This design comes from an exercise in tuning for small area on the open sky130 flow, not from production work.
For this run, only the layout was checked, not whether the RTL still works.
Power is estimated from default activity; no workload was simulated.

[flow/bullet_sprite_data.mem]
000000111111111111000000
000000111111111111000000
000000111111111111000000
000000111111111111000000
000000111111111111000000
000000111111111111000000
000000111111111111000000
000000111111111111000000
[flow/fly_sprite_data.mem]
000000000000000000000000000000000000000000000000000000000000000000000000000000000000000000000000
000000000000000000000000000000000000000000000000000000000000000000000000000000000000000000000000
000000000000000000000000000000000000000000000000000000000000000000000000000000000000000000000000
000000000000000000000000000000000000000000000000000000000000000000000000000000000000000000000000
000000000000000000000000000000000000000000000000000000000000000000000000000000000000000000000000
000000000000000000000000000000000000000000000000000000000000000000000000000000000000000000000000
000000000000000000000000000000000000000000000000000000000000000000000000000000000000000000000000
000000000000000000000000000000000000000000000000000000000000000000000000000000000000000000000000
000000000000000000000000000000000000000000000000000000000000000000000000000000000000000000000000
000000000000000000000000000000000000000000000000000000000000000000000000000000000000000000000000
000000000000000000000000000000000000000000100100100100100000000000000000000000000000000000000000
000000000000000000000000000000000000000100100100000100100100000000000000000000000000000000000000
000000000000000000000000000000000000000000100100100100100000000000000000000000000000000000000000
000000000000000000000000000000000000000001001001001001010000000000000000000000000000000000000000
000000000000000000000000000000000000000000001001001001000000000000000000000000000000000000000000
000000000000000000000000000000000000111111010010010010010111111000000000000000000000000000000000
000000000000000000000000000000000111111111111010010010111111111111000000000000000000000000000000
000000000000000000000000000111111111111111111010010010111111111111001000000000000000000000000000
000000000000000000000000000000111111111111010010010010010111111111111111000000000000000000000000
000000000000000000000000111111111111111111010010010010010111111111111111111000000000000000000000
000000000000000000000111111111111111111010010010010010010010111111111111111111000000000000000000
000000000000000000000111111111111111111010010010010010010010111111111111111111000000000000000000
000000000000000000000111111111111111111010010010010010010010111111111111111111000000000000000000
000000000000000000000111111000111111000000010010010010010000000111111111111111000000000000000000
000000000000000000000000111000111000000000000010010010000000000000111111111111000000000000000000
000000000000000000000000000000000000000000000000000000000000000000000000000000000000000000000000
000000000000000000000000000000000000000000000000000000000000000000000000000000000000000000000000
000000000000000000000000000000000000000000000000000000000000000000000000000000000000000000000000
000000000000000000000000000000000000000000000000000000000000000000000000000000000000000000000000
000000000000000000000000000000000000000000000000000000000000000000000000000000000000000000000000
000000000000000000000000000000000000000000000000000000000000000000000000000000000000000000000000
000000000000000000000000000000000000000000000000000000000000000000000000000000000000000000000000
[flow/mosquito_sprite_data.mem]
000000000000000000000000000000000000000000000000000000000000000000000000000000000000000000000000
000000000000000000000000000000000000000000000000000000000000000000000000000000000000000000000000
000000000000000000000000000000000000000000000000000000000000000000000000000000000000000000000000
000000000000000000000000000000000000000000000000000000000000000000000000000000000000000000000000
000000000000000000000000000000000000000000000000000000000000000000000000000000000000000000000000
000000000000000000000000000000000000000000000000000000000111000111111111000000000000000000000000
000000000000000000000000000000000000000000000000000000000000000000111111000000000000000000000000
000000000000000000000000000000000000000000000000000100111100111111111111100000000000000000000000
000000000000000000000000000000000000000000000000000000000111111111000000000000000000000000000000
000000000000000000000000000000000000000000000111000000111000111111000000000000000000000000000000
000000000000000000000000000000000000000000000000000000000000000000000000000000000000000000000000
000000000000000000000000000000000000100100100100111000000111000000000000000000000000000000000000
000000000000000000000000000000000000110110110110000010000000000000101000000000000000000000000000
000000000000000000000000000100110110110110110000000010000000010010000000000000000000000000000000
000000000000000000000000000100000000110110111000000000000000010010010010010000000000000000000000
000000000000000000000000111111000111000110111000000000000000000111010010000000000000000000000000
000000000000000000000000000111000000000000000000000000000000000000000000000000000000000000000000
000000000000000000111000000101000000000000000000000000000000000000111000111000000000000000000000
000000000000000000000000000100000000000000000000000000000000000000000000000000000000000000000000
000000000000000000000000000111000000000000000000000000000000000000000000000000111111000000000000
000000000000000000000000000111000000000000000000000000000000000000000000000000000000000000000000
000000000000000000000000000000000000000000000000000000000000000000000000000000000000000000000000
000000000000000000000000000000000000000000000000000000000000000000000000000000000000000000000000
000000000000000000000000000000000000000000000000000000000000000000000000000000000000000000000000
000000000000000000000000000000000000000000000000000000000000000000000000000000000000000000000000
000000000000000000000000000000000000000000000000000000000000000000000000000000000000000000000000
000000000000000000000000000000000000000000000000000000000000000000000000000000000000000000000000
000000000000000000000000000000000000000000000000000000000000000000000000000000000000000000000000
000000000000000000000000000000000000000000000000000000000000000000000000000000000000000000000000
000000000000000000000000000000000000000000000000000000000000000000000000000000000000000000000000
000000000000000000000000000000000000000000000000000000000000000000000000000000000000000000000000
000000000000000000000000000000000000000000000000000000000000000000000000000000000000000000000000
[flow/spider_sprite_data.mem]
000000000000000000000000000000000000000000000000000000000000000000000000000000000000000000000011100000000000000000000000000000000000000000000000000000000000000000000000000000000000000000000000
000000000000000000000000000000000000000000000000000000000000000000000000000000000000000000000011100000000000000000000000000000000000000000000000000000000000000000000000000000000000000000000000
000000000000000000000000000000000000000000000000000000000000000000000000000000000000000000000011100000000000000000000000000000000000000000000000000000000000000000000000000000000000000000000000
000000000000000000000000000000000000000000000000000000000000000000000000000000000000000000000011100000000000000000000000000000000000000000000000000000000000000000000000000000000000000000000000
000000000000000000000000000000000000000000000000000000000000000000000000000000000000000000000011100000000000000000000000000000000000000000000000000000000000000000000000000000000000000000000000
000000000000000000000000000000000000000000000000000000000000000000000000000000000000000000000011100000000000000000000000000000000000000000000000000000000000000000000000000000000000000000000000
000000000000000000000000000000000000000000000000000000000000000000000000000000000000000000000011100000000000000000000000000000000000000000000000000000000000000000000000000000000000000000000000
000000000000000000000000000000000000000000000000000000000000000000000000000000000000000000000011100000000000000000000000000000000000000000000000000000000000000000000000000000000000000000000000
000000000000000000000000000000000000000000000000000000000000000000000000000000000000000000000011100000000000000000000000000000000000000000000000000000000000000000000000000000000000000000000000
000000000000000000000000000000000000000000000000000000000000000000000000000000000000000000000011100000000000000000000000000000000000000000000000000000000000000000000000000000000000000000000000
000000000000000000000000000000000000000000000000000000000000000000000000000000000000000000000011100000000000000000000000000000000000000000000000000000000000000000000000000000000000000000000000
000000000000000000000000000000000000000000000000000000000000000000000000000000000000000000000011100000000000000000000000000000000000000000000000000000000000000000000000000000000000000000000000
000000000000000000000000000000000000000000000000000000000000000000000000000000000000000000000011100000000000000000000000000000000000000000000000000000000000000000000000000000000000000000000000
000000000000000000000000000000000000000000000000000000000000000000000000000000000000000000000011100000000000000000000000000000000000000000000000000000000000000000000000000000000000000000000000
000000000000000000000000000000000000000000000000000000000000000000000100100000000000000000000011100000000000000000000100100000000000000000000000000000000000000000000000000000000000000000000000
000000000000000000000000000000000000000000000000000000000000000000100000000100000000000000000011100000000000000000100000000100000000000000000000000000000000000000000000000000000000000000000000
000000000000000000000000000000000000000000000000000000000000000000100000000100000000000000000011100000000000000000100000000100000000000000000000000000000000000000000000000000000000000000000000
000000000000000000000000000000000000000000000000000000000000000000100000000100000000000000000011100000000000000000100000000100000000000000000000000000000000000000000000000000000000000000000000
000000000000000000000000000000000000000000000000000000000000000000100000000100000000000000000011100000000000000000100000000100000000000000000000000000000000000000000000000000000000000000000000
000000000000000000000000000000000000000000000000000000000100000000100000000100000000000000000011100000000000000000100000000100000000100100000000000000000000000000000000000000000000000000000000
000000000000000000000000000000000000000000000000000100000000100100100000000100000000000000000011100000000000000000100000000100100100000000100000000000000000000000000000000000000000000000000000
000000000000000000000000000000000000000000000000000000000000100100000000000000000000000000000011100000000000000000000000000000100100000000000000000000000000000000000000000000000000000000000000
000000000000000000000000000000000000000000000000000100000000100100100100100000000100000000100011100100000000100100000100100100100100000000100000000000000000000000000000000000000000000000000000
000000000000000000000000000000000000000000000000000000000100000000100100100000000100100100000100100000100100100100000100100100000000100100000000000000000000000000000000000000000000000000000000
000000000000000000000000000000000000000000000000000000000100000000100100100000000100000100000100100000100000100100000100100100000000100100000000000000000000000000000000000000000000000000000000
000000000000000000000000000000000000000000000000000000000100000000100100100000000100111100000100100000100100100100000100100100000000100100000000000000000000000000000000000000000000000000000000
000000000000000000000000000000000000000000000000000000000100000000100100100000000100100100000100100000100100100100000100100100000000100100000000000000000000000000000000000000000000000000000000
000000000000000000000000000000000000000000000000000000000100000000100100100100000000100100000000000000100100000000100100100100000000100100000000000000000000000000000000000000000000000000000000
000000000000000000000000000000000000000000000000000000000000100100000100100100000100000000000000000000000000100100100100100000100100000000000000000000000000000000000000000000000000000000000000
000000000000000000000000000000000000000000000000000000000000100100000100100000000100000000000000000000000000100100000100100000100100000000000000000000000000000000000000000000000000000000000000
000000000000000000000000000000000000000000000000000000000000000000100000000000000000000000000000000000000000000000000000000100000000000000000000000000000000000000000000000000000000000000000000
000000000000000000000000000000000000000000000000000000000000000000000100100100000100000000000000000000000000100100100100100000000000000000000000000000000000000000000000000000000000000000000000
000000000000000000000000000000000000000000000000000000000000000000000100100100000100000000000000000000000000000100100100100000000000000000000000000000000000000000000000000000000000000000000000
000000000000000000000000000000000000000000000000000000000000000000100000000000000000100100000000000000100100000000000000000100000000000000000000000000000000000000000000000000000000000000000000
000000000000000000000000000000000000000000000000000000000000000000000000000000000000000000000000000000000000000000000000000000000000000000000000000000000000000000000000000000000000000000000000
000000000000000000000000000000000000000000000000000000000000100100000100100100000100000000000000000000000000100100100100100000100100000000000000000000000000000000000000000000000000000000000000
000000000000000000000000000000000000000000000000000000000000000000100100100111000000000000000000000000000000000000111100100100000000111100000000000000000000000000000000000000000000000000000000
000000000000000000000000000000000000000000000000000000000100000000000100100100000000000000000000000000000000000000100100100100000000100100000000000000000000000000000000000000000000000000000000
000000000000000000000000000000000000000000000000000000000100000000100100100000000100000000000000000000000000100100000100100100000000100100000000000000000000000000000000000000000000000000000000
000000000000000000000000000000000000000000000000000100000000100100100000000100000000000000100100100100000000000000100000000100100100000000100000000000000000000000000000000000000000000000000000
000000000000000000000000000000000000000000000000000000000000100100100000000000000000000000100100100100000000000000000000000100100100000000000000000000000000000000000000000000000000000000000000
000000000000000000000000000000000000000000000000000100000000100100100000000100000000000000000100100000000000000000100000000100100100000000100000000000000000000000000000000000000000000000000000
000000000000000000000000000000000000000000000000000000000000000000000000000000000000000000000000000000000000000000000000000000000000000000000000000000000000000000000000000000000000000000000000
000000000000000000000000000000000000000000000000000100000000100100100000000100000000000000000100100000000000000000100000000100100100000000100000000000000000000000000000000000000000000000000000
000000000000000000000000000000000000000000000000000000000100100100100000000100000000000000100100100100000000000000100000000100100100100100000000000000000000000000000000000000000000000000000000
000000000000000000000000000000000000000000000000000000000100100100100000000100000000000000100100100100000000000000100000000100100100100100000000000000000000000000000000000000000000000000000000
000000000000000000000000000000000000000000000000000000000000100100000100100000000100000000000000000000000000100100000100100000100100000000000000000000000000000000000000000000000000000000000000
000000000000000000000000000000000000000000000000000000000000100100000100100000000000100100000000000000100100000000000100100000100100000000000000000000000000000000000000000000000000000000000000
000000000000000000000000000000000000000000000000000000000000100100000100100000000000100100000000000000100100000000000100100000100100000000000000000000000000000000000000000000000000000000000000
000000000000000000000000000000000000000000000000000000000000100100000100100000000000000000100000000100000000000000000100100000100100000000000000000000000000000000000000000000000000000000000000
000000000000000000000000000000000000000000000000000000000000100100000100100000000000000000000100100000000000000000000100100000100100000000000000000000000000000000000000000000000000000000000000
000000000000000000000000000000000000000000000000000000000000000100000100100000000000000000000100100000000000000000000100100000100000000000000000000000000000000000000000000000000000000000000000
000000000000000000000000000000000000000000000000000000000000000000100000000000000000000000000000000000000000000000000000000100000000000000000000000000000000000000000000000000000000000000000000
000000000000000000000000000000000000000000000000000000000000000000100000000000000000000000000000000000000000000000000000000100000000000000000000000000000000000000000000000000000000000000000000
000000000000000000000000000000000000000000000000000000000000000000000000000000000000000000000000000000000000000000000000000000000000000000000000000000000000000000000000000000000000000000000000
000000000000000000000000000000000000000000000000000000000000000000000000000000000000000000000000000000000000000000000000000000000000000000000000000000000000000000000000000000000000000000000000
000000000000000000000000000000000000000000000000000000000000000000000000000000000000000000000000000000000000000000000000000000000000000000000000000000000000000000000000000000000000000000000000
000000000000000000000000000000000000000000000000000000000000000000000000000000000000000000000000000000000000000000000000000000000000000000000000000000000000000000000000000000000000000000000000
000000000000000000000000000000000000000000000000000000000000000000000000000000000000000000000000000000000000000000000000000000000000000000000000000000000000000000000000000000000000000000000000
000000000000000000000000000000000000000000000000000000000000000000000000000000000000000000000000000000000000000000000000000000000000000000000000000000000000000000000000000000000000000000000000
000000000000000000000000000000000000000000000000000000000000000000000000000000000000000000000000000000000000000000000000000000000000000000000000000000000000000000000000000000000000000000000000
000000000000000000000000000000000000000000000000000000000000000000000000000000000000000000000000000000000000000000000000000000000000000000000000000000000000000000000000000000000000000000000000
000000000000000000000000000000000000000000000000000000000000000000000000000000000000000000000000000000000000000000000000000000000000000000000000000000000000000000000000000000000000000000000000
000000000000000000000000000000000000000000000000000000000000000000000000000000000000000000000000000000000000000000000000000000000000000000000000000000000000000000000000000000000000000000000000
[flow/user_sprite_data.mem]
000000000000000000000000000000000000000000000000000000000000000000000000000000000000000000000000
000000000000000000000000000000000000000000000000000000000000000000000000000000000000000000000000
000000000000000000000000000000000000000000000000000000000000000000000000000000000000000000000000
000000000000000000000000000000000000000000000000000000000000000000000000000000000000000000000000
000000000000000111111111000000000000000000000000000000000000000000000000000000000000000000000000
000000000000000000000111111111000000000000000000000000000000000000000000000000000000000000000000
000000000000000000000000000000111111000000000000000000000000000000000000000000000000000000000000
000000000000111111111111000000111111000000000000000000000000000000000000000000000000000000000000
000000000000111111111111000000111111000000000000000000000000000000000000000000000000000000000000
000000000000000000000000000000111111000000000000111000000000000000000000000000000000000000000000
000000000000000000000111111111000000000000111111111111000000000000000000000000000000000000000000
000000000000000111111111000000000000000111111111111111111000000000000000000000000000000000000000
000000000000000000000000000000000000111101111011111111111111000000000000000000000000000000000000
000000000000000000000000000000000000000111111111011111011011000000000000000000000000000000000000
000000000000000000000000000000000000000111111111011111011011000000000000000000000000000000000000
000000000000000000000000000000000000000111111111011111011011000000000000000000000000000000000000
000000000000000000000000000000000000000111111111011111011011000000000000000000000000000000000000
000000000000000000000000000000000000000111111111011111011011000000000000000000000000000000000000
000000000000000000000000000000000000000111111111011111011011000000000000000000000000000000000000
000000000000000000000000000000000000000111111111011111011011000000000000000000000000000000000000
000000000000000000000000000000000000000111111111011111011011000000000000000000000000000000000000
000000000000000000000000000000000000000111111111011111011011000000000000000000000000000000000000
000000000000000000000000000000000000000111111111011111011011000000000000000000000000000000000000
000000000000000000000000000000000000000111111111011111011011000000000000000000000000000000000000
000000000000000000000000000000000000000111111111011111011011000000000000000000000000000000000000
000000000000000000000000000000000000000111111111011111011011000000000000000000000000000000000000
000000000000000000000000000000000000000111111111111111111011000000000000000000000000000000000000
000000000000000000000000000000000000000000000000000000000000000000000000000000000000000000000000
000000000000000000000000000000000000000000000000000000000000000000000000000000000000000000000000
000000000000000000000000000000000000000000000000000000000000000000000000000000000000000000000000
000000000000000000000000000000000000000000000000000000000000000000000000000000000000000000000000
000000000000000000000000000000000000000000000000000000000000000000000000000000000000000000000000
[flow/run.sh]
#!/bin/bash
# synth_recipe.tcl (not shown) runs the flow's synth.tcl, then flattens the netlist and writes it again
# the make line also repeats each setting of config.mk as NAME=value (left out here)
make -C /OpenROAD-flow-scripts/flow DESIGN_CONFIG=/design/flow/config.mk WORK_HOME=/design/flow/orfs CLKGATE_MAP_FILE= SYNTH_SCRIPT=/design/flow/synth_recipe.tcl finish
[flow/config.mk]
export PLATFORM = sky130hd
export DESIGN_NAME = vga_test
export DESIGN_NICKNAME = vga_test
export VERILOG_FILES = /design/flow/design.v
export SDC_FILE = /design/flow/constraint.sdc
export NUM_CORES = 4
export LEC_CHECK = 0
export CAP_MARGIN = 20
export CORE_MARGIN = 2
export CORE_UTILIZATION = 30
export PLACE_DENSITY = 0.4
export SLEW_MARGIN = 20
export SYNTH_MEMORY_MAX_BITS = 32768
[flow/constraint.sdc]
create_clock -name core_clock -period 12.5 [get_ports {clk}]
set_input_delay 2.5000 -clock core_clock [delete_from_list [all_inputs] [get_ports {clk}]]
set_output_delay 2.5000 -clock core_clock [all_outputs]
set_load 0.01 [all_outputs]
[flow/design.v]
`timescale 1ns / 1ps
module vga_controller(
    input clk25,  
    input rst,
    output reg hsync, vsync,
    output wire [9:0] x, y,
    output wire video_on
    );
    reg [9:0] h_count;
    reg [9:0] v_count;
    always @(posedge clk25) begin
        if (rst) begin
            h_count <= 0;
            v_count <= 0;
        end else if (h_count == 799) begin
            h_count <= 0;
            if (v_count == 524)
                v_count <= 0;
            else
                v_count <= v_count + 1;
        end else begin
            h_count <= h_count + 1;
        end
    end
    always @(posedge clk25) begin
        if (rst) begin
            hsync <= 1'b1;
            vsync <= 1'b1;
        end else begin
            hsync <= ~((h_count >= 656) && (h_count < 752));  
            vsync <= ~((v_count >= 490) && (v_count < 492));  
        end
    end
    assign x = h_count;
    assign y = v_count;
    assign video_on = (h_count < 640) && (v_count < 480);
endmodule
`timescale 1ns / 1ps
module user_sprite_controller(
    input clk25,
    input rst,
    input btn_left,
    input btn_right,
    input btn_up,
    input btn_down,
    output reg [9:0] sprite_x,
    output reg [9:0] sprite_y
);
    reg [19:0] move_counter;
    localparam SPRITE_W = 32;
    localparam SPRITE_H = 32;
    localparam SCREEN_W = 640;
    localparam SCREEN_H = 480;
    always @(posedge clk25) begin
        if (rst) begin
            move_counter <= 0;
            sprite_x <= 280;
            sprite_y <= 400;
        end else begin
            move_counter <= move_counter + 1;
            if (move_counter[5]) begin
                move_counter <= 0;
                if (btn_left  && sprite_x > 0)
                    sprite_x <= sprite_x - 1;
                else if (btn_right && sprite_x < SCREEN_W - SPRITE_W)
                    sprite_x <= sprite_x + 1;
                if (btn_up && sprite_y > 0)
                    sprite_y <= sprite_y - 1;
                else if (btn_down && sprite_y < SCREEN_H - SPRITE_H)
                    sprite_y <= sprite_y + 1;
            end
        end
    end
endmodule
`timescale 1ns / 1ps
module bullet_controller #(parameter BULLET_COUNT = 8) (
    input clk25,
    input rst,
    input btn_fire,
    input [9:0] player_x,
    input [9:0] player_y,
    input [BULLET_COUNT - 1:0] bullet_hit,
    output reg [10*BULLET_COUNT-1:0] bullet_x_flat,
    output reg [10*BULLET_COUNT-1:0] bullet_y_flat,
    output reg [BULLET_COUNT-1:0] bullet_active_flat
);
reg [19:0] bullet_timer;
reg prev_fire;
reg fired;
integer i;
always @(posedge clk25) begin
    if (rst) begin
        prev_fire <= 0;
        bullet_timer <= 0;
        bullet_active_flat <= 0;
    end else begin
        prev_fire <= btn_fire;
        fired = 0;
        if (btn_fire && !prev_fire) begin
            for (i = 0; i < BULLET_COUNT; i = i + 1) begin
                if (!bullet_active_flat[i] && !fired) begin
                    bullet_x_flat[i*10 +: 10] <= player_x + 12;
                    bullet_y_flat[i*10 +: 10] <= player_y;
                    bullet_active_flat[i] <= 1;
                    fired = 1;
                end
            end
        end
        for (i = 0; i < BULLET_COUNT; i = i + 1) begin
            if (bullet_hit[i]) begin
                bullet_active_flat[i] <= 0;
            end
        end
        bullet_timer <= bullet_timer + 1;
        if (bullet_timer[5]) begin
            bullet_timer <= 0;
            for (i = 0; i < BULLET_COUNT; i = i + 1) begin
                if (bullet_active_flat[i]) begin
                    if (bullet_y_flat[i*10 +: 10] == 0)
                        bullet_active_flat[i] <= 0;
                    else
                        bullet_y_flat[i*10 +: 10] <= bullet_y_flat[i*10 +: 10] - 1;
                end
            end
        end
    end
end
endmodule
`timescale 1ns / 1ps
module color_sprite_8 (
    input [9:0] x, y,                
    input [9:0] sprite_x, sprite_y,  
    output reg [2:0] rgb,            
    output reg valid                 
);
    reg [23:0] sprite_data [0:7];
    initial begin
        $readmemb("bullet_sprite_data.mem", sprite_data);
    end
    wire [2:0] local_x = x - sprite_x;
    wire [2:0] local_y = y - sprite_y;
    wire in_bounds = (x >= sprite_x) && (x < sprite_x + 8) &&
                     (y >= sprite_y) && (y < sprite_y + 8);
    reg [2:0] color;
    always @(*) begin
        rgb = 3'b000;
        valid = 0;
        color = 3'b000;
        if (in_bounds) begin
            color = sprite_data[local_y][(23 - local_x * 3) -: 3];
            if (color != 3'b000) begin
                rgb = color;
                valid = 1;
            end
        end
    end
endmodule
`timescale 1ns / 1ps
module color_sprite_32 #(
    parameter SPRITE_ID = 0  
)(
    input [9:0] x, y,                
    input [9:0] sprite_x, sprite_y,  
    output reg [2:0] rgb,            
    output reg valid                 
);
    reg [95:0] sprite_data [0:31];
    generate
        if (SPRITE_ID == 0) begin : user_rom
            initial $readmemb("user_sprite_data.mem", sprite_data);
        end else if (SPRITE_ID == 1) begin : fly_rom
            initial $readmemb("fly_sprite_data.mem", sprite_data);
        end else begin : mosquito_rom
            initial $readmemb("mosquito_sprite_data.mem", sprite_data);
        end
    endgenerate
    wire [5:0] local_x = x - sprite_x;
    wire [5:0] local_y = y - sprite_y;
    wire in_bounds = (x >= sprite_x) && (x < sprite_x + 32) &&
                     (y >= sprite_y) && (y < sprite_y + 32);
    reg [2:0] color;
    always @(*) begin
        rgb = 3'b000;
        valid = 0;
        color = 3'b000;
        if (in_bounds) begin
            color = sprite_data[local_y][(95 - local_x * 3) -: 3];
            if (color != 3'b000) begin
                rgb = color;
                valid = 1;
            end
        end
    end
endmodule
`timescale 1ns / 1ps
module color_sprite_64 (
    input [9:0] x, y,                
    input [9:0] sprite_x, sprite_y,  
    output reg [2:0] rgb,            
    output reg valid                 
);
    reg [191:0] sprite_data [0:63];
    initial begin
        $readmemb("spider_sprite_data.mem", sprite_data);
    end
    wire [6:0] local_x = x - sprite_x;
    wire [6:0] local_y = y - sprite_y;
    wire in_bounds = (x >= sprite_x) && (x < sprite_x + 64) &&
                     (y >= sprite_y) && (y < sprite_y + 64);
    reg [2:0] color;
    always @(*) begin
        rgb = 3'b000;
        valid = 0;
        color = 3'b000;
        if (in_bounds) begin
            color = sprite_data[local_y][(191 - local_x * 3) -: 3];
            if (color != 3'b000) begin
                rgb = color;
                valid = 1;
            end
        end
    end
endmodule
`timescale 1ns / 1ps
module fly_enemy_controller #(
    parameter FLY_COUNT = 4,
    parameter BULLET_COUNT = 8
)(
    input clk25,
    input reset,
    input [10*8-1:0] bullet_x_flat,    
    input [10*8-1:0] bullet_y_flat,
    input [7:0] bullet_active_flat,
    output reg [10*FLY_COUNT-1:0] fly_x_flat,
    output reg [10*FLY_COUNT-1:0] fly_y_flat,
    output reg [FLY_COUNT-1:0] fly_alive,
    output reg [FLY_COUNT-1:0] fly_hit,  
    output reg [BULLET_COUNT-1:0] bullet_hit
);
    integer i, j;
    reg [9:0] bullet_x[0:7], bullet_y[0:7];
    reg bullet_active[0:7];
    reg [19:0] move_counter;
    reg [FLY_COUNT-1:0] prev_alive;  
    always @(*) begin
        for (j = 0; j < 8; j = j + 1) begin
            bullet_x[j] = bullet_x_flat[j*10 +: 10];
            bullet_y[j] = bullet_y_flat[j*10 +: 10];
            bullet_active[j] = bullet_active_flat[j];
        end
    end
    always @(posedge clk25) begin
        if (reset) begin 
            move_counter <= 0;
            bullet_hit <= 0;
            fly_hit <= 0;
            for (i = 0; i < FLY_COUNT; i = i + 1) begin
                fly_x_flat[i*10 +: 10] <= 200 + i * 50;
                fly_y_flat[i*10 +: 10] <= 0;
                fly_alive[i] <= 1;
                fly_hit[i] <= 0;
            end
            prev_alive <= {FLY_COUNT{1'b1}};
        end else begin
            move_counter <= move_counter + 1;
            fly_hit <= 0;
            bullet_hit <= 0;
            if (move_counter[9]) begin
                move_counter <= 0;
                for (i = 0; i < FLY_COUNT; i = i + 1) begin
                    if (fly_alive[i]) begin
                        fly_y_flat[i*10 +: 10] <= fly_y_flat[i*10 +: 10] + 2;
                        if (fly_y_flat[i*10 +: 10] >= 480 - 32)
                            fly_y_flat[i*10 +: 10] <= 0;
                        for (j = 0; j < 8; j = j + 1) begin
                            if (bullet_active[j]) begin
                                if (bullet_x[j] >= fly_x_flat[i*10 +: 10] &&
                                    bullet_x[j] <  fly_x_flat[i*10 +: 10] + 32 &&
                                    bullet_y[j] >= fly_y_flat[i*10 +: 10] &&
                                    bullet_y[j] <  fly_y_flat[i*10 +: 10] + 32) begin
                                        fly_alive[i] <= 0;
                                        bullet_hit[j] <= 1;
                                end
                            end
                        end
                    end
                end
            end
            for (i = 0; i < FLY_COUNT; i = i + 1) begin
                if (prev_alive[i] == 1 && fly_alive[i] == 0) begin
                    fly_hit[i] <= 1;
                end
            end
        prev_alive <= fly_alive;
        end
    end
endmodule
`timescale 1ns / 1ps
module fly_sprite_drawer #(
    parameter FLY_COUNT = 16
)(
    input [9:0] x, y, 
    input [10*FLY_COUNT-1:0] fly_x_flat,
    input [10*FLY_COUNT-1:0] fly_y_flat,
    input [FLY_COUNT-1:0] fly_alive,
    output [2:0] fly_rgb_final,
    output fly_any_valid
);
    wire [9:0] fly_x[0:FLY_COUNT-1];
    wire [9:0] fly_y[0:FLY_COUNT-1];
    wire [2:0] fly_rgb[0:FLY_COUNT-1];
    wire fly_valid[0:FLY_COUNT-1];
    wire draw_fly[0:FLY_COUNT-1];
    genvar i;
    generate
        for (i = 0; i < FLY_COUNT; i = i + 1) begin : unpack
            assign fly_x[i] = fly_x_flat[i*10 +: 10];
            assign fly_y[i] = fly_y_flat[i*10 +: 10];
        end
    endgenerate
    generate
        for (i = 0; i < FLY_COUNT; i = i + 1) begin : draw
            color_sprite_32 #(.SPRITE_ID(1)) sprite (
                .x(x), .y(y),
                .sprite_x(fly_x[i]),
                .sprite_y(fly_y[i]),
                .rgb(fly_rgb[i]),
                .valid(fly_valid[i])
            );
            assign draw_fly[i] = fly_alive[i] && fly_valid[i];
        end
    endgenerate
    reg [2:0] result_rgb;
    reg valid;
    integer k;
    always @(*) begin
        result_rgb = 3'b000;
        valid = 0;
        for (k = 0; k < FLY_COUNT; k = k + 1) begin
            if (draw_fly[k] && !valid) begin
                result_rgb = fly_rgb[k];
                valid = 1;
            end
        end
    end
    assign fly_rgb_final = result_rgb;
    assign fly_any_valid = valid;
endmodule
`timescale 1ns / 1ps
module mosquito_enemy_controller #(
    parameter MOSQUITO_COUNT = 4,
    parameter BULLET_COUNT = 8
)(
    input clk25,
    input reset,
    input [10*8-1:0] bullet_x_flat,
    input [10*8-1:0] bullet_y_flat,
    input [7:0] bullet_active_flat,
    output reg [10*MOSQUITO_COUNT-1:0] mosquito_x_flat,
    output reg [10*MOSQUITO_COUNT-1:0] mosquito_y_flat,
    output reg [MOSQUITO_COUNT-1:0] mosquito_alive,
    output reg [BULLET_COUNT-1:0] bullet_hit
);
    integer i, j;
    reg [9:0] mosquito_x [0:MOSQUITO_COUNT-1];
    reg [9:0] mosquito_y [0:MOSQUITO_COUNT-1];
    reg mosquito_dir [0:MOSQUITO_COUNT-1];  
    reg [9:0] bullet_x[0:7], bullet_y[0:7];
    reg bullet_active[0:7];
    reg [19:0] move_counter;
    always @(*) begin
        for (j = 0; j < 8; j = j + 1) begin
            bullet_x[j] = bullet_x_flat[j*10 +: 10];
            bullet_y[j] = bullet_y_flat[j*10 +: 10];
            bullet_active[j] = bullet_active_flat[j];
        end
    end
    always @(posedge clk25) begin
        bullet_hit <= 0;
        if (reset) begin
            move_counter <= 0;
            for (i = 0; i < MOSQUITO_COUNT; i = i + 1) begin
                mosquito_x[i] <= 60 + i * 120;
                mosquito_y[i] <= 100;
                mosquito_alive[i] <= 1;
                mosquito_dir[i] <= 1;  
            end
        end else begin
            move_counter <= move_counter + 1;
            if (move_counter == 500) begin
                move_counter <= 0;
                for (i = 0; i < MOSQUITO_COUNT; i = i + 1) begin
                    if (mosquito_alive[i]) begin
                        if (mosquito_dir[i])
                            mosquito_x[i] <= mosquito_x[i] + 2;
                        else
                            mosquito_x[i] <= mosquito_x[i] - 2;
                        if (mosquito_x[i] <= 10)
                            mosquito_dir[i] <= 1;
                        else if (mosquito_x[i] >= 640 - 32 - 10)
                            mosquito_dir[i] <= 0;
                        for (j = 0; j < 8; j = j + 1) begin
                            if (bullet_active[j] &&
                                bullet_x[j] + 8 >= mosquito_x[i] &&
                                bullet_x[j] <= mosquito_x[i] + 31 &&
                                bullet_y[j] + 8 >= mosquito_y[i] &&
                                bullet_y[j] <= mosquito_y[i] + 31) begin
                                mosquito_alive[i] <= 0;
                                bullet_hit[j] <= 1;
                            end
                        end
                    end
                end
            end
        end
    end
    always @(*) begin
        for (i = 0; i < MOSQUITO_COUNT; i = i + 1) begin
            mosquito_x_flat[i*10 +: 10] = mosquito_x[i];
            mosquito_y_flat[i*10 +: 10] = mosquito_y[i];
        end
    end
endmodule
`timescale 1ns / 1ps
module mosquito_sprite_drawer #(
    parameter MOSQUITO_COUNT = 4
)(
    input [9:0] x, y,
    input [10*MOSQUITO_COUNT-1:0] mosquito_x_flat,
    input [10*MOSQUITO_COUNT-1:0] mosquito_y_flat,
    input [MOSQUITO_COUNT-1:0] mosquito_alive,
    output [2:0] mosquito_rgb_final,
    output mosquito_any_valid
);
    wire [9:0] mosquito_x[0:MOSQUITO_COUNT-1];
    wire [9:0] mosquito_y[0:MOSQUITO_COUNT-1];
    wire [2:0] mosquito_rgb[0:MOSQUITO_COUNT-1];
    wire mosquito_valid[0:MOSQUITO_COUNT-1];
    wire draw_mosquito[0:MOSQUITO_COUNT-1];
    genvar i;
    generate
        for (i = 0; i < MOSQUITO_COUNT; i = i + 1) begin : unpack
            assign mosquito_x[i] = mosquito_x_flat[i*10 +: 10];
            assign mosquito_y[i] = mosquito_y_flat[i*10 +: 10];
        end
    endgenerate
    generate
        for (i = 0; i < MOSQUITO_COUNT; i = i + 1) begin : draw
            color_sprite_32 #(.SPRITE_ID(2)) sprite (
                .x(x), .y(y),
                .sprite_x(mosquito_x[i]),
                .sprite_y(mosquito_y[i]),
                .rgb(mosquito_rgb[i]),
                .valid(mosquito_valid[i])
            );
            assign draw_mosquito[i] = mosquito_alive[i] && mosquito_valid[i];
        end
    endgenerate
    reg [2:0] result_rgb;
    reg valid;
    integer k;
    always @(*) begin
        result_rgb = 3'b000;
        valid = 0;
        for (k = 0; k < MOSQUITO_COUNT; k = k + 1) begin
            if (draw_mosquito[k] && !valid) begin
                result_rgb = mosquito_rgb[k];
                valid = 1;
            end
        end
    end
    assign mosquito_rgb_final = result_rgb;
    assign mosquito_any_valid = valid;
endmodule
`timescale 1ns / 1ps
module spider_enemy_controller (
    input clk25,
    input rst,
    input enable,
    input [10*8-1:0] bullet_x_flat,
    input [10*8-1:0] bullet_y_flat,
    input [7:0] bullet_active_flat,
    output reg [9:0] spider_x,
    output reg [9:0] spider_y,
    output reg spider_alive,
    output reg [7:0] bullet_hit
);
    reg [3:0] spider_hp;  
    reg [9:0] bullet_x[0:7], bullet_y[0:7];
    reg bullet_active[0:7];
    integer i;
    reg move_dir;  
    reg [19:0] move_counter;
    always @(*) begin
        for (i = 0; i < 8; i = i + 1) begin
            bullet_x[i] = bullet_x_flat[i*10 +: 10];
            bullet_y[i] = bullet_y_flat[i*10 +: 10];
            bullet_active[i] = bullet_active_flat[i];
        end
    end
    always @(posedge clk25) begin
        bullet_hit <= 8'b0;  
        if (rst || !enable) begin
            spider_x <= 320;
            spider_y <= 0;
            spider_alive <= 0;
            spider_hp <= 0;
            move_counter <= 0;
            move_dir <= 1;
        end
        else if (enable && !spider_alive) begin
            spider_alive <= 1;
            spider_hp <= 10;
            spider_x <= 320;
            spider_y <= 0;
            move_counter <= 0;
            move_dir <= 1;
        end
        else if (enable && spider_alive) begin
            move_counter <= move_counter + 1;
            if (move_counter == 500) begin
                move_counter <= 0;
                if (move_dir)
                    spider_x <= spider_x + 2;
                else
                    spider_x <= spider_x - 2;
                if (spider_x <= 10)
                    move_dir <= 1;
                else if (spider_x >= 640 - 32 - 10)
                    move_dir <= 0;
            end
            for (i = 0; i < 8; i = i + 1) begin
                if (bullet_active[i] &&
                    bullet_x[i] + 8 >= spider_x &&
                    bullet_x[i] <= spider_x + 31 &&
                    bullet_y[i] + 8 >= spider_y &&
                    bullet_y[i] <= spider_y + 31) begin  
                    bullet_hit[i] <= 1;  
                    if (spider_hp > 1) begin
                        spider_hp <= spider_hp - 1;
                    end
                    else begin
                        spider_hp <= 0;
                        spider_alive <= 0;
                    end
                end
            end
        end
    end
endmodule
`timescale 1ns / 1ps
module spider_sprite_drawer (
    input [9:0] x, y,
    input [9:0] spider_x, spider_y,
    input spider_alive,
    output [2:0] rgb,
    output valid
);
    wire [2:0] sprite_rgb;
    wire sprite_valid;
    color_sprite_64 sprite (
        .x(x), .y(y),
        .sprite_x(spider_x),
        .sprite_y(spider_y),
        .rgb(sprite_rgb),
        .valid(sprite_valid)
    );
    assign rgb   = (spider_alive && sprite_valid) ? sprite_rgb : 3'b000;
    assign valid = (spider_alive && sprite_valid);
endmodule
`timescale 1ns / 1ps
module stage_controller #(
    parameter FLY_COUNT = 4,
    parameter MOSQUITO_COUNT = 12
)(
    input clk25,
    input rst,
    input [FLY_COUNT-1:0] fly_alive,           
    input [MOSQUITO_COUNT-1:0] mosquito_alive,  
    input spider_alive,  
    output reg [1:0] stage_state,
    output reg reset_all
);
parameter STAGE_INIT   = 2'b00;
parameter STAGE_NORMAL = 2'b01;
parameter STAGE_BOSS   = 2'b10;
parameter STAGE_CLEAR   = 2'b11;
reg [25:0] clear_counter;  
reg spider_started;  
always @(posedge clk25) begin
    if (rst) begin
        stage_state <= STAGE_INIT;
        spider_started <= 0;
        reset_all <= 0;
    end else
    case (stage_state)
        STAGE_INIT: begin
            stage_state <= STAGE_NORMAL;
            spider_started <= 0;  
            reset_all <= 0;
        end
        STAGE_NORMAL: begin
            if (fly_alive == {FLY_COUNT{1'b0}} && mosquito_alive == {MOSQUITO_COUNT{1'b0}})
                stage_state <= STAGE_BOSS;
        end
        STAGE_BOSS: begin
            if (!spider_started) begin
                spider_started <= 1;  
            end else if (!spider_alive) begin
                stage_state <= STAGE_CLEAR;
                clear_counter <= 0;
            end
        end
        STAGE_CLEAR: begin
            clear_counter <= clear_counter + 1;
            if (clear_counter >= 50_000) begin
                stage_state <= STAGE_INIT;
                reset_all <= 1;
            end
        end
        default: stage_state <= STAGE_INIT;
    endcase
end
endmodule
`timescale 1ns / 1ps
module star_controller #(
    parameter STAR_COUNT = 32
)(
    input clk25,
    input rst,
    input [9:0] x, y,   
    output reg [2:0] star_rgb,
    output reg star_on
);
    localparam [320-1:0] STAR_X = {
        10'd550, 10'd500, 10'd450, 10'd400, 10'd350, 10'd300, 10'd250, 10'd200,
        10'd150, 10'd100, 10'd50,  10'd620, 10'd590, 10'd560, 10'd530, 10'd500,
        10'd470, 10'd440, 10'd410, 10'd380, 10'd350, 10'd320, 10'd290, 10'd260,
        10'd230, 10'd200, 10'd170, 10'd140, 10'd110, 10'd80,  10'd50,  10'd20 };
    localparam [320-1:0] STAR_Y_INIT = {
        10'd29, 10'd6,  10'd48, 10'd37, 10'd9,  10'd25, 10'd11, 10'd19,
        10'd56, 10'd3,  10'd61, 10'd23, 10'd45, 10'd7,  10'd21, 10'd13,
        10'd33, 10'd18, 10'd40, 10'd16, 10'd60, 10'd4,  10'd12, 10'd28,
        10'd10, 10'd20, 10'd50, 10'd1,  10'd75, 10'd8,  10'd32, 10'd5 };
    reg [9:0] star_y [0:STAR_COUNT-1];
    reg [11:0] frame_counter;
    reg initialized;
    integer i;
    always @(posedge clk25) begin
        if (rst) begin
            initialized <= 0;
            frame_counter <= 0;
            for (i = 0; i < STAR_COUNT; i = i + 1)
                star_y[i] <= STAR_Y_INIT[i*10 +: 10];
        end else if (!initialized) begin
            initialized <= 1;
        end else begin
            frame_counter <= frame_counter + 1;
            if (frame_counter == 0) begin
                for (i = 0; i < STAR_COUNT; i = i + 1) begin
                    if (star_y[i] < 479)
                        star_y[i] <= star_y[i] + 1;
                    else
                        star_y[i] <= STAR_Y_INIT[i*10 +: 10];
                end
            end
        end
    end
    always @(*) begin
        star_on = 0;
        star_rgb = 3'b000;
        for (i = 0; i < STAR_COUNT; i = i + 1) begin
            if (x == STAR_X[i*10 +: 10] && y == star_y[i]) begin
                star_on = 1;
                star_rgb = 3'b111;  
            end
        end
    end
endmodule
module clock_divider #(
    parameter div = 49_999_999
)(
    input  wire clk_in,
    input  wire reset,
    output reg  clk_out
);
    reg [25:0] counter;
    always @(posedge clk_in) begin
        if (reset) begin
            counter <= 26'd0;
            clk_out <= 1'b0;
        end else if (counter >= div) begin
            counter <= 26'd0;
            clk_out <= ~clk_out;
        end else begin
            counter <= counter + 1;
        end
    end
endmodule
module fire_sound #(
    parameter clk_100Mhz  = 100_000_000,   
    parameter NOTE_PERIOD = clk_100Mhz/20   
)(
    input  wire clk,
    input  wire reset,
    input  wire fire,        
    output wire buzz         
);
    localparam Sol_div = clk_100Mhz / 783 / 2;   
    localparam La_div  = clk_100Mhz / 880 / 2;   
    wire clk_Sol, clk_La;
    clock_divider #(.div(Sol_div)) div_sol(clk, reset, clk_Sol);
    clock_divider #(.div(La_div))  div_la(clk, reset, clk_La);
    reg        playing_r;
    reg [1:0]  state;
    reg [31:0] dur_cnt;
    always @(posedge clk) begin
        if (reset) begin
            playing_r <= 1'b0;
            state     <= 2'd0;
            dur_cnt   <= 32'd0;
        end else begin
            if (fire && !playing_r) begin
                playing_r <= 1'b1;
                state     <= 2'd0;
                dur_cnt   <= 32'd0;
            end
            if (playing_r) begin
                dur_cnt <= dur_cnt + 1;
                if (dur_cnt >= NOTE_PERIOD) begin
                    dur_cnt <= 32'd0;
                    if (state == 2'd1) begin
                        playing_r <= 1'b0;   
                    end else begin
                        state <= state + 1;
                    end
                end
            end
        end
    end
    reg buzz_tone;
    always @(*) begin
        if (!playing_r) begin
            buzz_tone = 1'b0;
        end else begin
            case (state)
                2'd0: buzz_tone = clk_Sol;   
                2'd1: buzz_tone = clk_La;    
                default: buzz_tone = 1'b0;
            endcase
        end
    end
    assign buzz = buzz_tone;
endmodule
`timescale 1ns / 1ps
module vga_test(
    input clk,                          
    input rst,                          
    input btn_right, btn_left, btn_up, btn_down,  
    input btn_fire,  
    input buzz_sw,  
    output [3:0] vga_r, vga_g, vga_b,
    output hsync, vsync, 
    output buzz
);
    integer j, k;
    genvar b, i;
    wire [9:0] x, y;  
    wire video_on;  
    wire clk25 = clk;
    wire [9:0] user_x;
    wire [9:0] user_y;
    parameter BULLET_COUNT = 8;  
    wire [9:0] bullet_x[0:BULLET_COUNT-1];
    wire [9:0] bullet_y[0:BULLET_COUNT-1];
    wire bullet_active [0:BULLET_COUNT-1];
    wire [10*BULLET_COUNT-1:0] bullet_x_flat, bullet_y_flat;
    wire [BULLET_COUNT-1:0] bullet_active_flat;
    wire [BULLET_COUNT - 1:0] bullet_hit = bullet_hit_fly | bullet_hit_mosquito | bullet_hit_spider;
    wire [2:0] user_rgb;
    wire user_valid;
    wire [2:0] bullet_rgb [0:BULLET_COUNT - 1];
    wire bullet_valid [0:BULLET_COUNT - 1];
    reg [2:0] bullet_rgb_final;
    reg any_bullet_valid;
    wire [1:0] stage_state;
    wire enable_spider = (stage_state == 2'b10);  
    wire reset_all;
    parameter FLY_COUNT = 4;
    wire [10*FLY_COUNT-1:0] fly_x_flat, fly_y_flat;
    wire [FLY_COUNT-1:0] fly_alive;
    wire [2:0] fly_rgb_final;
    wire fly_any_valid;
    wire [FLY_COUNT-1:0] fly_hit;
    wire [BULLET_COUNT-1:0] bullet_hit_fly;
    parameter MOSQUITO_COUNT = 8;
    wire [10*MOSQUITO_COUNT-1:0] mosquito_x_flat, mosquito_y_flat;
    wire [MOSQUITO_COUNT-1:0] mosquito_alive;
    wire [2:0] mosquito_rgb_final;
    wire mosquito_any_valid;
    wire [BULLET_COUNT-1:0] bullet_hit_mosquito;
    wire [9:0] spider_x, spider_y;
    wire spider_alive;
    wire [2:0] spider_rgb;
    wire spider_valid;
    wire [BULLET_COUNT-1:0] bullet_hit_spider;
    wire fire_buzz;
    wire [2:0] star_rgb; 
    wire star_on;
    vga_controller vga_inst (
        .clk25(clk25),
        .rst(rst),
        .hsync(hsync),
        .vsync(vsync),
        .x(x),
        .y(y),
        .video_on(video_on)
    );
    user_sprite_controller user_ctl (
        .clk25(clk25),
        .rst(rst),
        .btn_left(btn_left),
        .btn_right(btn_right),
        .btn_up(btn_up),
        .btn_down(btn_down),
        .sprite_x(user_x),  
        .sprite_y(user_y)  
    );
   bullet_controller #(.BULLET_COUNT(BULLET_COUNT)) bullet_ctrl (
    .clk25(clk25),
    .rst(rst),
    .btn_fire(btn_fire),
    .player_x(user_x),
    .player_y(user_y),
    .bullet_hit(bullet_hit),
    .bullet_x_flat(bullet_x_flat),
    .bullet_y_flat(bullet_y_flat),
    .bullet_active_flat(bullet_active_flat)
    );
    generate
        for (b = 0; b < BULLET_COUNT; b = b + 1) begin : bullet_unpack
            assign bullet_x[b] = bullet_x_flat[b*10 +: 10];
            assign bullet_y[b] = bullet_y_flat[b*10 +: 10];
            assign bullet_active[b] = bullet_active_flat[b];
        end
    endgenerate
    color_sprite_32 #(.SPRITE_ID(0))
    user_sprite(
        .x(x), .y(y),
        .sprite_x(user_x), .sprite_y(user_y),
        .rgb(user_rgb), .valid(user_valid)
    );
    generate
        for (i = 0; i < BULLET_COUNT; i = i + 1) begin
            color_sprite_8
            bullet_inst (
                .x(x), .y(y),
                .sprite_x(bullet_x[i]), .sprite_y(bullet_y[i]),
                .rgb(bullet_rgb[i]),
                .valid(bullet_valid[i])
            );
        end
    endgenerate
    always @(*) begin
        bullet_rgb_final = 3'b000;
        any_bullet_valid = 0;
        for (k = 0; k < BULLET_COUNT; k = k + 1) begin
            if (bullet_valid[k] && bullet_active[k] && !any_bullet_valid) begin
                bullet_rgb_final = bullet_rgb[k];
                any_bullet_valid = 1;
            end
        end
    end
stage_controller #(
    .FLY_COUNT(FLY_COUNT),
    .MOSQUITO_COUNT(MOSQUITO_COUNT)
    ) stage_ctrl (
    .clk25(clk25),
    .rst(rst),
    .fly_alive(fly_alive[FLY_COUNT*1-1:0]),
    .mosquito_alive(mosquito_alive[MOSQUITO_COUNT*1-1:0]),
    .spider_alive(spider_alive),
    .stage_state(stage_state),
    .reset_all(reset_all)
);
fly_enemy_controller #(
    .FLY_COUNT(FLY_COUNT),
    .BULLET_COUNT(BULLET_COUNT)
    ) fly_ctrl (
    .clk25(clk25),
    .reset(reset_all | rst),
    .bullet_x_flat(bullet_x_flat),
    .bullet_y_flat(bullet_y_flat),
    .bullet_active_flat(bullet_active_flat),
    .fly_x_flat(fly_x_flat),
    .fly_y_flat(fly_y_flat),
    .fly_alive(fly_alive),
    .fly_hit(fly_hit),  
    .bullet_hit(bullet_hit_fly)
);
fly_sprite_drawer #(
    .FLY_COUNT(FLY_COUNT)
    ) fly_draw (
    .x(x), .y(y),
    .fly_x_flat(fly_x_flat),
    .fly_y_flat(fly_y_flat),
    .fly_alive(fly_alive),
    .fly_rgb_final(fly_rgb_final),
    .fly_any_valid(fly_any_valid)
);
mosquito_enemy_controller #(
    .MOSQUITO_COUNT(MOSQUITO_COUNT),
    .BULLET_COUNT(BULLET_COUNT)
    ) mosquito_ctrl (
    .clk25(clk25),
    .reset(reset_all | rst),
    .bullet_x_flat(bullet_x_flat),
    .bullet_y_flat(bullet_y_flat),
    .bullet_active_flat(bullet_active_flat),
    .mosquito_x_flat(mosquito_x_flat),
    .mosquito_y_flat(mosquito_y_flat),
    .mosquito_alive(mosquito_alive),
    .bullet_hit(bullet_hit_mosquito)
);
mosquito_sprite_drawer #(
    .MOSQUITO_COUNT(MOSQUITO_COUNT)
    ) mosquito_drawer (
    .x(x), .y(y),
    .mosquito_x_flat(mosquito_x_flat),
    .mosquito_y_flat(mosquito_y_flat),
    .mosquito_alive(mosquito_alive),
    .mosquito_rgb_final(mosquito_rgb_final),
    .mosquito_any_valid(mosquito_any_valid)
);
spider_enemy_controller spider_ctrl (
    .clk25(clk25),
    .rst(rst),
    .enable(enable_spider),
    .bullet_x_flat(bullet_x_flat),
    .bullet_y_flat(bullet_y_flat),
    .bullet_active_flat(bullet_active_flat),
    .spider_x(spider_x),
    .spider_y(spider_y),
    .spider_alive(spider_alive),
    .bullet_hit(bullet_hit_spider)
);
spider_sprite_drawer spider_draw (
    .x(x), .y(y),
    .spider_x(spider_x),
    .spider_y(spider_y),
    .spider_alive(spider_alive),
    .rgb(spider_rgb),
    .valid(spider_valid)
);
star_controller star_bg (
    .clk25(clk25),
    .rst(rst),
    .x(x),
    .y(y),
    .star_rgb(star_rgb),
    .star_on(star_on)
);
fire_sound #(.clk_100Mhz(2_500_000)) sound_inst1(.clk(clk), .reset(buzz_sw | rst), .fire(btn_fire), .buzz(fire_buzz));
assign buzz = fire_buzz;
    wire [2:0] final_rgb = user_valid ? user_rgb :  
                           any_bullet_valid ? bullet_rgb_final : 
                           spider_valid ? spider_rgb :
                           mosquito_any_valid ? mosquito_rgb_final :
                           fly_any_valid ? fly_rgb_final :
                           star_on ? star_rgb :
                           3'b000;
    assign vga_r = video_on ? {4{final_rgb[2]}} : 4'b0000;
    assign vga_g = video_on ? {4{final_rgb[1]}} : 4'b0000;
    assign vga_b = video_on ? {4{final_rgb[0]}} : 4'b0000;
endmodule
==> impl_summary.txt <==
----------------------------------------------------
[Clock network]
  Post-CTS setup repair buffer count ... 0
  Clock network latency to the later pin of the worst-skew pair ... 940 ps
  Post-cts gate resize count ... 0
  TritonCTS clock tree ... done
  Maximum buffer depth of the clock tree ... 4
  CTS sink count ... just over 900
  Clock transition at the registers of the reported paths ... ~70 ps
  Number of levels the H-tree was split into ... 4
  Number of buffers added by the clock tree synthesis step ... 136
  CTS Root Buffer Type ... clkbuf_16
  Count of hold-fix buffers inserted at cts ... 0

[Synthesis]
  Top FF cell, synth ... dfxtp_1
  Netlist area before placement ... 133,000 sq um
  Area fraction in compound gates after synthesis ... between 20 and 30%
  Post-synth ARST share ... 0%
  Multiplexer fraction of the synthesized cell area ... roughly 1.2%
  Synthesized netlist cell count ... approximately 17,000
  FF+latch count, synth ... 911
  Unique masters post-synth ... 145
  Count of warnings emitted by yosys ... 32
  XOR/XNOR share of the synthesized area ... 8.10%
  Area share of fa/ha/maj cells after synthesis ... 26.2%
  Post-synthesis average cell area ... roughly 8 sq um
  Share of the yosys chip area belonging to registers ... 15.1%
  Number of enable-type register cells in the synthesized netlist ... roughly 190
  Dominant combinational cell family by area after synthesis ... adder cells
  Post-synthesis simple-gate area fraction ... 19.4%

[Floorplanning]
  Initial standard-cell utilization of the core ... a little under a third
  Site row count ... 244
  Die span in x ... approximately 670 um
  Core footprint ... ~440,000 sq um
  Number of top-level pins ... 23
  Overall die area ... about 450,000 sq um
  Vertical die dimension ... around 670 um

[STA]
  Unrepaired setup endpoints after global routing ... no
  Slew headroom ... between 15 and 20%
  Share of the cycle needed by the critical path after routing ... 94.1%
  Slew of the pin with the lowest slew margin ... 1240 ps
  Fmax ... between 80 and 90 MHz
  Final count of pins violating max slew ... 0
  Final number of setup-violating endpoints ... 0
  Setup skew after layout ... around 120 ps
  Period minus WS final ... 11,760 ps
  Fin. Hold Viols ... 0
  Setup total negative slack ... 0 ps
  Setup WS post-layout ... between 700 and 800 ps

[Critical path]
  Peak fanout along the critical path ... 12
  CP endpoint kind ... output port
  Type of the worst setup path ... reg2out
  Required time at the endpoint of the critical path ... 10,000 ps
  Crit-path max cell delay ... 940 ps
  Critical Path AT ... 9260 ps
  Startpoint of the most critical setup path ... vga_inst.h_count[1]$_SDFF_PP0_
  Crit start category ... register
  Worst reg2reg path startpoint ... mosquito_ctrl.mosquito_x[5][3]$_SDFFE_PP0P_
  Crit path max-delay cell type ... o21ai_0

[Routing]
  Violation count after the first detailed-route iteration ... ~14,000
  Number of detailed-routing iterations run before antenna repair ... 7
  Final wirelength ... roughly 700,000 um
  Antenna Violating Nets Remaining ... 0
  Routed vias ... around 130k
  Post-route DRC ... 0
  Routed wirelength normalized by instance count ... 30.2 um
  Via count normalized by instance count ... 5.90

[Finish]
  Post-route cell area ... 147,000 sq um
  Share of post-route cells with drive strength above 1 ... ~6.9%
  Number of filler instances in the final layout ... 46,800
  Net count of the finished layout ... 19,400
  Area growth, synth to finish ... 10.9%

[Placement]
  Count of buffers from port buffering ... 22
  Total cell area at the placement stage ... 143,000 sq um
  Pre-CTS setup slack ... 1710 ps
  Final RePlAce weighted congestion ... 0.979
  Half-perimeter wire length of the detailed placement result ... 504,000 um

[GRT]
  All-layer global routing usage ... 29.3%
  Initial antenna violation count ... 73
  Largest net degree at the start of global routing ... approximately 140
  Vias in the first global route ... 125,000
  Total overflow reported by the global router ... 0
  Global-route wire length before repair ... 966,000 um

[Run status]
  Run status ... finished clean

[Worst hold path]
  Worst min-delay path startpoint ... spider_ctrl.bullet_hit[4]$_SDFF_PP0_
  Hold WC Path Type ... reg2reg

[Job]
  Total of max-cap violations ... 0

[Power]
  PwrDens ... between 80 and 90 nW/um^2
  Leakage ... 0.0628 uW
  Maximum VDD drop ... 98.1 uV
  Power, Total ... 12,500 uW

----------------------------------------------------
-- final timing paths --
path,to,slack [ps],depth (start not counted)
max,vga_r[0],740,26
max reg2reg,mosquito_ctrl.bullet_hit[2]$_SDFF_PP0_,6540,16
min,bullet_ctrl.bullet_active_flat[4]$_SDFF_PP0_,430,2
min reg2reg,bullet_ctrl.bullet_active_flat[4]$_SDFF_PP0_,430,2
-- where the power goes --
group / internal [uW] / switching, uW
clock: 2340 / 1690
sequential: 3080 / 153
combinational: 1800 / 3450
total: 7220 / 5300
-- critical path: cells and delay by family (launching register included) --
family	cells	cell delay [ps]
AO/OA/AOI/OAI	11	3570
buffers and inverters	6	1850
adder cells (fa/ha/maj)	4	1320
AND/OR/NAND/NOR	4	780
XOR/XNOR	1	570
flip-flops	1	320
-- cell usage after synthesis, types with 111 or more instances --
cell type / instances / area share, %
nor2_1: 1233 / 3.5
nand3_1: 572 / 2.2
o211ai_1: 173 / 0.98
edfxtp_1: 186 / 4.2
nand2_1: 1071 / 3.0
xor2_1: 484 / 3.2
o21a_1: 481 / 2.7
nor4_1: 214 / 1.0
o21ai_0: 958 / 3.6
o31ai_1: 121 / 0.68
nor2b_1: 236 / 1.1
a21oi_1: 1221 / 4.6
a31oi_1: 215 / 1.0
clkbuf_1: 497 / 1.4
nand4_1: 360 / 1.7
a21o_1: 641 / 3.6
and3_1: 213 / 1.0
xnor2_1: 706 / 4.7
nand2b_1: 287 / 1.4
dfxtp_1: 725 / 11
nor3_1: 381 / 1.4
ha_1: 2694 / 25
inv_1: 672 / 1.9
buf_2: 111 / 0.42
a211oi_1: 166 / 0.94
-- cell families (layout without fill, tap and decap cells) --
| group | count (synthesis) | count (layout) |
|---|---|---|
| AO/OA/AOI/OAI | 5153 | 5153 |
| AND/OR/NAND/NOR | 5098 | 5098 |
| adder cells (fa/ha/maj) | 2752 | 2752 |
| buffers and inverters | 1388 | 1506 |
| XOR/XNOR | 1207 | 1207 |
| flip-flops | 911 | 911 |
| multiplexers | 115 | 115 |
| other | 2 | 45 |
-- area by class of cell --
| cell class | count | area, sq um | area share, % |
|---|---|---|---|
| multi-input cells | 14400 | 108000 | 73.4 |
| clock buffers | 177 | 3790 | 2.57 |
| diodes | 11 | 27.5 | 0.0187 |
| clock inverters | 58 | 642 | 0.436 |
| well taps | 5904 | 7390 | 5.02 |
| repair buffers | 587 | 4550 | 3.09 |
| flip-flops and latches | 911 | 20200 | 13.7 |
| inverters | 684 | 2580 | 1.75 |
-- per-layer routing --
metal  global-route usage [%]  wire, um
met5                        0       170
met3                     4.49     50800
met2                     44.7    291000
met1                     40.8    311000
met4                     12.2     33700
-- sequential cells by signal, summed over array words and instances (netlist names), 9 cells and up, named ones only --
name,count
bullet_ctrl.bullet_x_flat,80
bullet_ctrl.bullet_y_flat,80
sound_inst1.div_la.counter,26
spider_ctrl.move_counter,20
fly_ctrl.move_counter,10
spider_ctrl.spider_x,9
vga_inst.v_count,10
sound_inst1.dur_cnt,32
vga_inst.h_count,10
user_ctl.sprite_y,10
star_bg.star_y,320
sound_inst1.div_sol.counter,26
user_ctl.sprite_x,10
star_bg.frame_counter,12
stage_ctrl.clear_counter,26
mosquito_ctrl.mosquito_x,72
mosquito_ctrl.move_counter,20
fly_ctrl.fly_y_flat,36
-- per-stage QoR --
step	hold WS [ps]	std cells	util (%)
6_report	433	22700	33.4
3_3_place_gp	441	22400	32.3
5_1_grt	460	22700	33.4
2_1_floorplan	420	16700	-
3_5_place_dp	438	22400	32.4
4_1_cts	443	22700	33.4
-- cells in the final DEF (no fill, tap or decap), drive strengths merged, types with 90 or more instances in the layout --
master / n
ha: 2694
nor2: 1239
a21oi: 1229
nand2: 1073
o21ai: 1021
dfxtp: 725
xnor2: 710
inv: 689
a21o: 642
nand3: 573
buf: 565
xor2: 488
o21a: 481
nor3: 394
nand4: 360
nand2b: 288
nor2b: 238
nor4: 223
a31oi: 216
and3: 214
edfxtp: 186
a211oi: 182
clkbuf: 178
o211ai: 176
o31ai: 122
a21boi: 95
o22ai: 90

-- afterwards: timing with drivers on the ports --
No port has a modelled driver above. Below, the same layout with a new extraction and two added sets of constraints. Step 1, drivers: a clkbuf_16 drives clk and a buf_2 each remaining input, both assumed. Step 2 moves the port delays by t, midway between the first and last clock arrival at a register: inputs arrive t later, outputs are due t later. That takes back most of the time a late clock gives input paths. Slacks: no drivers / after step 1 / after step 2; pairs: no drivers / after step 1.
t, ns: 0.996
setup WS [ns]: 0.743 / 0.623 / 1.619
cell pins on the clock port's net: 1
After both steps setup and hold are still met in this run. The setup slack of this run moves by -0.120 ns with the drivers and by +0.876 ns with both steps.
